This is an optimization exercise on Yosys and OpenROAD, whose aim is small area, not a production implementation. Function was checked by simulation only, so behaviour that the tests miss may differ from the original. The clock input has no modelled driver; a real chip could not lean on it and would need a root buffer or a full tree. Power is estimated from default activity; no workload was simulated.

build 40:
## project1
module project1(
    input clk,
    input rst,
    input [3:0] sedbec_in,
    input [4:0] noise1,
    input start,
    input [15:0] freq,
    output reg [3:0] data_o,
    output reg error1bit,
    output error2bit,
    output errorparity,
    output reg done
);
clock: 5.0 ns
lec_check: 0
cap_margin: 20
core_margin: 2
core_utilization: 75
slew_margin: 20
standard.sh (not shown) runs the stock make flow with config.mk's settings and CLKGATE_MAP_FILE= SYNTH_SCRIPT=/design/flow/synth_recipe.tcl, a recipe that flattens the netlist after the stock synthesis.
==> flow/flow/run.sh <==
#!/bin/bash
# Layout flow:
# 1. the standard synthesis;
# 2. its combinational logic re-mapped by ABC for area (the smallest result
#    of a few ABC scripts is kept). Registers, full adders and the
#    registers' names stay as the standard synthesis made them; full adders
#    whose three inputs are all inverted are flipped first (fa_pol.py);
# 3. the standard layout with buf_1 port buffers and, after CTS, a
#    smaller clock tree (cts_post.tcl: one inverter driving two to five
#    inverters, each driving an equal share of the flip-flops).
# Each step's output goes to its own log file here.
set -euo pipefail
W=$(pwd)
R=$W/orfs/results/$FLOW_PLATFORM/project1/base
LIB=$(ls $FLOW_HOME/platforms/$FLOW_PLATFORM/lib/sky130_fd_sc_hd__tt_025C_1v80.lib)
YOSYS=$(command -v yosys || echo $FLOW_HOME/../tools/install/yosys/bin/yosys)

# 1. standard synthesis
bash standard.sh synth > 1_standard_synth.log 2>&1
cp $R/1_2_yosys.v $W/1_standard.v

# 2. re-map the combinational logic for area
python3 $W/flow/fa_pol.py $W/1_standard.v $W/1_fapol.v > 2_fapol.log 2>&1
# several ABC scripts are tried; the smallest result is kept
best=""; best_area=""
for S in $W/flow/area*.abc; do
  n=$(basename $S .abc)
  cat > $W/reopt_$n.ys <<EOT
read_liberty -ignore_miss_func -overwrite $LIB
read_verilog $W/1_fapol.v
hierarchy -top $FLOW_TOP
setattr -mod -set keep_hierarchy 1 sky130_fd_sc_hd__df* sky130_fd_sc_hd__fa_1 sky130_fd_sc_hd__conb_1
flatten
opt_clean
abc -liberty $LIB -dont_use sky130_fd_sc_hd__lpflow_* -dont_use sky130_fd_sc_hd__probe* -script $S
opt_clean -purge
tee -o $W/2_reopt_$n.stat stat -liberty $LIB
delete sky130_fd_sc_hd__*
write_verilog -noattr -noexpr $W/1_reopt_$n.v
EOT
  $YOSYS -s $W/reopt_$n.ys > 2_reopt_$n.log 2>&1
  a=$(grep "Chip area for top module" $W/2_reopt_$n.stat | awk '{print $NF}')
  echo "$n $a" >> 2_reopt_areas.log
  if [[ -z "$best" ]] || python3 -c "import sys; sys.exit(0 if $a < $best_area else 1)"; then
    best=$n; best_area=$a
  fi
done
echo "kept $best $best_area" >> 2_reopt_areas.log
cp $W/1_reopt_$best.v $W/1_reopt.v
cp $W/1_reopt.v $R/1_2_yosys.v
rm -f $R/1_synth.odb $R/1_synth.sdc
bash standard.sh synth > 3_synth_odb.log 2>&1

# 3. layout
export POST_CTS_TCL=$W/flow/cts_post.tcl
export CLKTREE_SLEW_PS=115
export CLKTREE_CONFIGS="sky130_fd_sc_hd__inv_4:sky130_fd_sc_hd__inv_12:2 sky130_fd_sc_hd__inv_4:sky130_fd_sc_hd__inv_16:2 sky130_fd_sc_hd__inv_4:sky130_fd_sc_hd__inv_12:3 sky130_fd_sc_hd__inv_6:sky130_fd_sc_hd__inv_16:3 sky130_fd_sc_hd__inv_8:sky130_fd_sc_hd__inv_16:4 sky130_fd_sc_hd__inv_8:sky130_fd_sc_hd__inv_16:5"
export CTS_ARGS="-sink_clustering_enable -repair_clock_nets -dont_use_dummy_load -sink_clustering_size 40 -sink_clustering_max_diameter 200 -buf_list {sky130_fd_sc_hd__clkbuf_4 sky130_fd_sc_hd__clkbuf_8}"
bash standard.sh "BUFFER_PORTS_ARGS=-buffer_cell sky130_fd_sc_hd__buf_1" finish > 4_layout.log 2>&1
Other scripts of this flow, unchanged in this note and not shown: flow/flow/area1.abc, flow/flow/area2.abc, flow/flow/area3.abc, flow/flow/area4.abc, flow/flow/cts_post.tcl, flow/flow/fa_pol.py
Build 40 reached the final stage; the timing, DRC and antenna checks on its layout passed.
Edits applied to the flow inputs when going from build 40 to build 64:
Settings: CORE_UTILIZATION: 75 -> 55.
Results
Share of total power consumed by net switching: build 40 and build 64 compared, higher one is build 40. Detailed route, build 64 vs build 40: via total lower for build 64. Going from build 40 to build 64, portion of the clock cycle consumed by the worst path in the final layout shows a reduction of 1.0 points, initial core utilization shows a reduction of 21 points, worst hold slack shows no meaningful change. Going from build 40 to build 64, routed metal-1 wirelength grows by 2.9%. Number of well taps: build 64 vs build 40 up 44%. Against build 40, build 64 reports a portion of total power attributed to the clock network that is higher. On fraction of standard cell area that is sequential: between build 40 and build 64, it ends up higher for build 40.
Input changes introduced in build 28 (baseline for comparison: build 64):
Settings: a change of CORE_UTILIZATION from 55 to 65; an added GPL_TIMING_DRIVEN of 0.
Findings:
- Looking at the reports, build 64 completed the entire flow and the layout it produced met the timing, DRC and antenna checks.
- The flow did not stop early for build 28: all stages ran, and the layout cleared the timing, DRC and antenna checks.
- Looking only at half-perimeter wire length after detailed placement, and setting everything else aside, the higher value of build 64 and build 28 goes to build 28.
- The site row count of build 28 falls short of that of build 64 by about 7%.
- Worst ir drop on vdd (lower): build 64
- Build 28 has routed length on met2 above what build 64 had.
- Build 64 → build 28: initial core utilization now sits higher; number of vias per cell after detailed routing now sits higher; setup slack now sits lower.
- Delta (build 28 minus build 64): core utilization went up 11 points; minimum clock period moved up.
- Count of inserted antenna diode cells came out exactly the same in build 64 and build 28.
- Floorplan core area ends up lower on build 28.
> inputs changed (build 28 -> build 15)
Settings: GPL_TIMING_DRIVEN removed (was 0); SLEW_MARGIN changed from 20 to 0; CAP_MARGIN changed from 20 to 0.
### Flow results
Build 15: all stages complete, timing, DRC and antenna checks passed. Looking at total track usage, build 15 sits 1.7 points below build 28. Summary of build 15 over build 28: count of vias placed by the detailed router went down 2.4%, routed wire length on met2 went down about 12%, slack of the worst reg-to-reg path went up 0.16 ns, utilization after layout went down 0.64 points, sequential share of cell area went up 0.41 points.

## static timing again, ports no longer ideal
No port has a modelled driver above. Below, the same layouts with a new extraction and two added sets of constraints. Step 1, drivers: a clkbuf_16 drives clk and a buf_2 each remaining input, both assumed. Step 2 also shifts input and output timing later by t, the mid clock arrival at the registers, as if the neighbouring blocks saw the same clock. Three values: ideal, step 1, step 2; two values: the first two.
| run | t (ns) | setup WS [ns] | slew at the worst register clock pin (ns) |
|---|---|---|---|
| build 40 | 0.238 | 0.864 / 0.879 / 0.640 | 0.10 / 0.10 |
| build 64 | 0.252 | 0.916 / 0.924 / 0.673 | 0.10 / 0.10 |
| build 28 | 0.245 | 0.778 / 0.792 / 0.546 | 0.10 / 0.10 |
| build 15 | 0.243 | 0.941 / 0.947 / 0.703 | 0.10 / 0.10 |
After both steps setup and hold are still met in every run listed. For build 64, which loses most, drivers alone change the setup slack by +0.008 ns; drivers and shift together by -0.243 ns.
